What follows belongs to an exercise in optimizing a design on an open flow for small area, a short achievable clock period and few clock cycles per item; a production flow would make more cautious choices.
Only the layout flow was run in this run; the RTL was not checked for function there.
No activity file was given, so power comes from the tool's default toggle rates.

<file path="flow/run.sh">
#!/bin/bash
# The standard layout, with every input and output port buffered by a
# sky130_fd_sc_hd__buf_1 instead of the resizer's default choice.
set -euo pipefail
bash standard.sh BUFFER_PORTS_ARGS="-buffer_cell sky130_fd_sc_hd__buf_1" ADDER_MAP_FILE= finish > standard.log 2>&1
</file>
<file path="standard.sh">
#!/bin/bash
# synth_recipe.tcl (not shown) runs the flow's synth.tcl, then flattens the netlist and writes it again
# the make line also repeats each setting of config.mk as NAME=value (left out here)
make -C /OpenROAD-flow-scripts/flow DESIGN_CONFIG=/design/flow/config.mk WORK_HOME=/design/flow/orfs CLKGATE_MAP_FILE= SYNTH_SCRIPT=/design/flow/synth_recipe.tcl "${@:-finish}"
</file>
<file path="config.mk">
export PLATFORM = sky130hd
export DESIGN_NAME = Out_of_Order_divider
export DESIGN_NICKNAME = Out_of_Order_divider
export VERILOG_FILES = /design/flow/design.v
export SDC_FILE = /design/flow/constraint.sdc
export NUM_CORES = 4
export LEC_CHECK = 0
export CAP_MARGIN = 20
export CORE_MARGIN = 2
export CORE_UTILIZATION = 40
export PLACE_DENSITY = 0.6
export SLEW_MARGIN = 20
</file>
<file path="constraint.sdc">
create_clock -name core_clock -period 6.0 [get_ports {clk}]
set_input_delay 1.2000 -clock core_clock [delete_from_list [all_inputs] [get_ports {clk}]]
set_output_delay 1.2000 -clock core_clock [all_outputs]
set_load 0.01 [all_outputs]
</file>
<file path="design.v">
module single_divider (Clk, a_in, d_in, q_out, r_out);
input Clk;
input [7:0] a_in, d_in;
output [7:0] q_out, r_out;
wire [0:0] x0 = a_in[7:7];
wire [1:0] t_0_1 = {1'b0, x0} - {1'b0, d_in[0:0]};
wire ge_0_1 = (d_in[7:1] == 0) && !t_0_1[1];
wire [0:0] df_0_1 = t_0_1[0:0];
wire [0:0] r1 = ge_0_1 ? df_0_1 : x0;
wire [0:0] qq1 = {ge_0_1};
wire [6:0] aa1 = a_in[6:0];
wire [1:0] x1 = {r1, aa1[6:6]};
wire [2:0] t_1_1 = {1'b0, x1} - {1'b0, d_in[1:0]};
wire ge_1_1 = (d_in[7:2] == 0) && !t_1_1[2];
wire [1:0] df_1_1 = t_1_1[1:0];
wire [1:0] r2 = ge_1_1 ? df_1_1 : x1;
wire [1:0] qq2 = {qq1, ge_1_1};
wire [5:0] aa2 = aa1[5:0];
wire [2:0] x2 = {r2, aa2[5:5]};
wire [3:0] t_2_1 = {1'b0, x2} - {1'b0, d_in[2:0]};
wire ge_2_1 = (d_in[7:3] == 0) && !t_2_1[3];
wire [2:0] df_2_1 = t_2_1[2:0];
wire [2:0] r3 = ge_2_1 ? df_2_1 : x2;
wire [2:0] qq3 = {qq2, ge_2_1};
wire [4:0] aa3 = aa2[4:0];
reg [2:0] r_p1;
always @(posedge Clk) r_p1 <= r3;
reg [4:0] a_p1;
always @(posedge Clk) a_p1 <= aa3;
reg [2:0] q_p1;
always @(posedge Clk) q_p1 <= qq3;
reg [7:0] d_p1;
always @(posedge Clk) d_p1 <= d_in;
wire [3:0] x3 = {r_p1, a_p1[4:4]};
wire [4:0] t_3_1 = {1'b0, x3} - {1'b0, d_p1[3:0]};
wire ge_3_1 = (d_p1[7:4] == 0) && !t_3_1[4];
wire [3:0] df_3_1 = t_3_1[3:0];
wire [3:0] r4 = ge_3_1 ? df_3_1 : x3;
wire [3:0] qq4 = {q_p1, ge_3_1};
wire [3:0] aa4 = a_p1[3:0];
wire [4:0] x4 = {r4, aa4[3:3]};
wire [5:0] t_4_1 = {1'b0, x4} - {1'b0, d_p1[4:0]};
wire ge_4_1 = (d_p1[7:5] == 0) && !t_4_1[5];
wire [4:0] df_4_1 = t_4_1[4:0];
wire [4:0] r5 = ge_4_1 ? df_4_1 : x4;
wire [4:0] qq5 = {qq4, ge_4_1};
wire [2:0] aa5 = aa4[2:0];
wire [5:0] x5 = {r5, aa5[2:2]};
wire [6:0] t_5_1 = {1'b0, x5} - {1'b0, d_p1[5:0]};
wire ge_5_1 = (d_p1[7:6] == 0) && !t_5_1[6];
wire [5:0] df_5_1 = t_5_1[5:0];
wire [5:0] r6 = ge_5_1 ? df_5_1 : x5;
wire [5:0] qq6 = {qq5, ge_5_1};
wire [1:0] aa6 = aa5[1:0];
reg [5:0] r_p2;
always @(posedge Clk) r_p2 <= r6;
reg [1:0] a_p2;
always @(posedge Clk) a_p2 <= aa6;
reg [5:0] q_p2;
always @(posedge Clk) q_p2 <= qq6;
reg [7:0] d_p2;
always @(posedge Clk) d_p2 <= d_p1;
wire [6:0] x6 = {r_p2, a_p2[1:1]};
wire [7:0] t_6_1 = {1'b0, x6} - {1'b0, d_p2[6:0]};
wire ge_6_1 = (d_p2[7:7] == 0) && !t_6_1[7];
wire [6:0] df_6_1 = t_6_1[6:0];
wire [6:0] r7 = ge_6_1 ? df_6_1 : x6;
wire [6:0] qq7 = {q_p2, ge_6_1};
wire [0:0] aa7 = a_p2[0:0];
wire [7:0] x7 = {r7, aa7[0:0]};
wire [8:0] t_7_1 = {1'b0, x7} - {1'b0, d_p2[7:0]};
wire ge_7_1 = 1'b1 && !t_7_1[8];
wire [7:0] df_7_1 = t_7_1[7:0];
wire [7:0] r8 = ge_7_1 ? df_7_1 : x7;
wire [7:0] qq8 = {qq7, ge_7_1};
assign q_out = qq8;
assign r_out = r8;
endmodule
`timescale 1 ns / 100 ps
module Out_of_Order_divider (clk, rst, start, memory_write_complete, dd_addr, dd_data, qr_we, qr_addr, qr_data);
input clk, rst, start;
output memory_write_complete;
output [4:0] dd_addr;
input [15:0] dd_data;
output qr_we;
output [4:0] qr_addr;
output [15:0] qr_data;
reg [5:0] cnt;
reg run;
wire last = run && (cnt == 6'd33);
always @(posedge clk, posedge rst)
begin
  if (rst) begin
    cnt <= 6'd0;
    run <= 1'b0;
  end else if (last) begin
    cnt <= 6'd0;
    run <= 1'b0;
  end else if (start || run) begin
    cnt <= cnt + 6'd1;
    run <= 1'b1;
  end
end
wire [5:0] wcnt = cnt - 6'd2;
assign dd_addr = cnt[4:0];
assign qr_we = run && (cnt >= 6'd2);
assign qr_addr = wcnt[4:0];
assign memory_write_complete = last;
single_divider divider (.Clk(clk), .a_in(dd_data[15:8]), .d_in(dd_data[7:0]), .q_out(qr_data[15:8]), .r_out(qr_data[7:0]));
endmodule
</file>
==> notes.md <==
[stage by stage]
stage	util (%)	cell area (sq um)	total power [W]
3_3_place_gp	43.7	3410	0.000849
4_1_cts	45.4	3550	0.00112
3_5_place_dp	43.7	3410	0.000858
2_1_floorplan	-	3260	0.000779
6_report	45.5	3550	0.00112
5_1_grt	45.5	3550	0.00120
[cell families after synthesis]
family | count (synthesis) | synth area share (%)
flip-flops | 48 | 30.6
buffers and inverters | 51 | 7.45
XOR/XNOR | 42 | 11.3
AND/OR/NAND/NOR | 154 | 23.8
multiplexers | 9 | 3.07
adder cells (fa/ha/maj) | 7 | 2.23
AO/OA/AOI/OAI | 91 | 21.6
[worst paths after layout]
check / end / slack, ps / depth (start not counted)
setup / recovery: qr_data[1] / 530 / 16
hold / removal: divider.a_p2[1]$_DFF_P_ / 330 / 0
setup reg to reg: divider.r_p2[1]$_DFF_P_ / 1090 / 16
hold reg to reg: divider.a_p2[1]$_DFF_P_ / 330 / 0
max in group asynchronous: cnt[1]$_DFFE_PP0P_ / 5000 / 2
min in group asynchronous: run$_DFFE_PP0P_ / 780 / 2
[layout by cell type (no fill, tap or decap), types with 3 or more instances in the layout]
cell type,instances
nand3_1,12
clkbuf_8,5
a2111oi_0,3
o21ai_1,4
nor2b_1,7
nor4_1,5
o32ai_1,3
o31ai_1,3
o21a_1,3
nand2_1,42
dfrtp_1,7
maj3_1,5
buf_1,46
a21oi_1,17
nor3_1,13
xor2_1,5
and3_1,11
nand2b_1,7
inv_1,23
mux2i_1,6
dfxtp_1,41
xnor2_1,37
or3_1,3
a211oi_1,3
a31oi_1,5
o21ai_0,13
o211ai_1,6
nor2_1,36
nand4_1,5
[state kept, by name, indices dropped and copies added (netlist names)]
register	cells
divider.d_p1	8
divider.q_p1	3
divider.q_p2	6
divider.a_p1	5
cnt	6
divider.r_p1	3
divider.a_p2	2
divider.d_p2	8
run	1
divider.r_p2	6
[cell type report]
cell class	instances	area (sq um)
repair buffers	46	173
flip-flops and latches	48	996
fillers	792	4250
inverters	26	97.6
well taps	102	128
multi-input cells	303	2030
clock buffers	6	93.8
clock inverters	2	38.8
[routing by layer]
metal / vias to the layer above / track usage, %
li1: 1468 / -
met5: - / 0
met3: 12 / 2.57
met1: 1327 / 22.0
met2: 83 / 30.5
met4: 0 / 4.83
[power groups by stage]
stage | Clock [W] | Combinational [W] | Sequential (W)
after global placement | 0 | 0.000420 | 0.000429
after floorplan | 0 | 0.000384 | 0.000395
after CTS | 0.000273 | 0.000428 | 0.000423
after detailed placement | 0 | 0.000427 | 0.000431
after global routing | 0.000288 | 0.000480 | 0.000434
final | 0.000269 | 0.000426 | 0.000423
[worst max-delay path, cell delays in order (launching register included)]
cell and delay (ps):
dfxtp_1 380, nor2b_1 180, maj3_2 340, a221oi_1 330, o211ai_1 210, nand2_1 320, nand2_1 110, xnor2_1 410
nand2_1 100, a31oi_1 270, nand2_1 110, a21oi_1 530, nor3_1 110, a21oi_1 150, o311ai_1 110, xor2_1 150
buf_1 160
==> out/results.ini <==
[route]
dr_total_vias=2890
drt_iter0_drc=137
met3_length_um=379
ant_nets=0
met2_length_um=3440
wire_per_inst_um=13.7
drt_pass1_iterations=5
topRoutingLayerUsed=met4
drc=0
drt-met1-wl_um=3360
wirelength_um=7320
vias_per_cell=5.42

[yosys]
yosys-top-cells-area=dfxtp_1 (25%), xnor2_1 (9.9%), dfrtp_1 (5.4%)
syn_avg_cell_area_sq_um=8.11
synth-warning-count=2
synth_top_area_cell=dfxtp_1
synthTopCellsByCount=nand2_1 (42), dfxtp_1 (41), xnor2_1 (37)
async_flop_share_pct=14.6
syn_inst=402
synth_fp_nets=421
synth-seq-area-share_pct=30.6
synth_edf_count=0
yosysMostFrequentCell=nand2_1
synth-main-ff-cell=dfxtp_1
synth_top_area_share_pct=25.2
synth_cell_types=73
synth.cell_area_sq_mm=0.00326
synth-seq-cells=48

[floorplan]
io_pins=47
start_util_pct=41.7
die_x_um=94.3
die_h_um=94.3
die_area_sq_mm=0.00889
rows=32
coreArea_sq_mm=0.00781

[outcome]
run_status=timing/DRC/antenna clean

[global_routing]
overflow=0
grt_usage_pct=17.4
grt_pass1_vias=2731
grt_max_degree=20
antenna_found_initial=0
grt_pass1_wl_um=12500

[place]
dp_hpwl_um=5580
globalplace.congestion=0.835
dpl.cell_count=525
place_ws_ps=818
io_buffers=46

[timing]
tns_ps=0
finalCritPeriodShare_pct=91.2
whs_ps=335
worst_pin_slew_ps=701
finClkSkew_ps=9.12
slew_headroom_pct=53.2
hold_viol=0
drv_slew=0
rsz0062_at_grt=false
setup_violations=0
setup_slack_ps=525
fmax_mhz=183
period_needed_ps=5470

[cells_and_area]
layout-drive-gt1-share_pct=8.12
nNetsFinal=449
final_cell_count_no_fill=533
antenna_cells=0
syn_to_final_growth_pct=9.06

[clocking]
cts_tree=built
cts_buffers=5
post_cts_resized=0
clk-insertion-delay-late_ps=310
htree_num_levels=2
clock-sinks=48
cts_hold_buf=0
path_clk_slew_ps=90
clockRootBuffer=clkbuf_8
postCtsSetupBuffers=0
max-clock-path-buffers=2

[worst_setup_path]
worst-setup-path-type=reg2out
worstPathArrival_ps=4270
reg2reg_from=divider.d_p1[0]$_DFF_P_
startpoint=divider.d_p2[0]$_DFF_P_
critical_path.max_fanout=10
crit_path_end_kind=primary output
crit_required_ps=4800
setup.worst_path.start_class=flip-flop

[hold_path]
hold_path_class=reg2reg
hold_start=divider.a_p1[1]$_DFF_P_

[power_and_ir_drop]
comb_power_share_pct=38.1
ir_worst_vdd_v=0.000109
p_seq_share_pct=37.8
clockPowerShare_pct=24.0
swShare_pct=38.2
netSwitchingPower_w=0.000428
p_int_w=0.000691
p_leak_nw=1.31
power_density_mw_per_mm2=315

[job]
drv_cap=0

[afterwards: timing with drivers on the ports]
Ports are ideal in the flow. The routed layout listed here was re-timed in OpenROAD. Step 1 assumes that a clkbuf_16 drives the clock port and a buf_2 every other input. Step 2 adds t to the input delays and takes it off the output delays; t is the mean of the earliest and latest rising clock arrival at the registers after step 1. Input paths then give back, and output paths get back, about the clock's delay inside the block. a / b / c = ideal ports / drivers / drivers and shift; a / b = the first two.
t (ns): 0.328
slack for setup (ns): 0.525 / 0.498 / 0.826
clock arrival spread, ns: 0.009 / 0.009
After both steps this run still meets setup and hold. For this run, drivers alone change the setup slack by -0.027 ns; drivers and shift together by +0.301 ns.
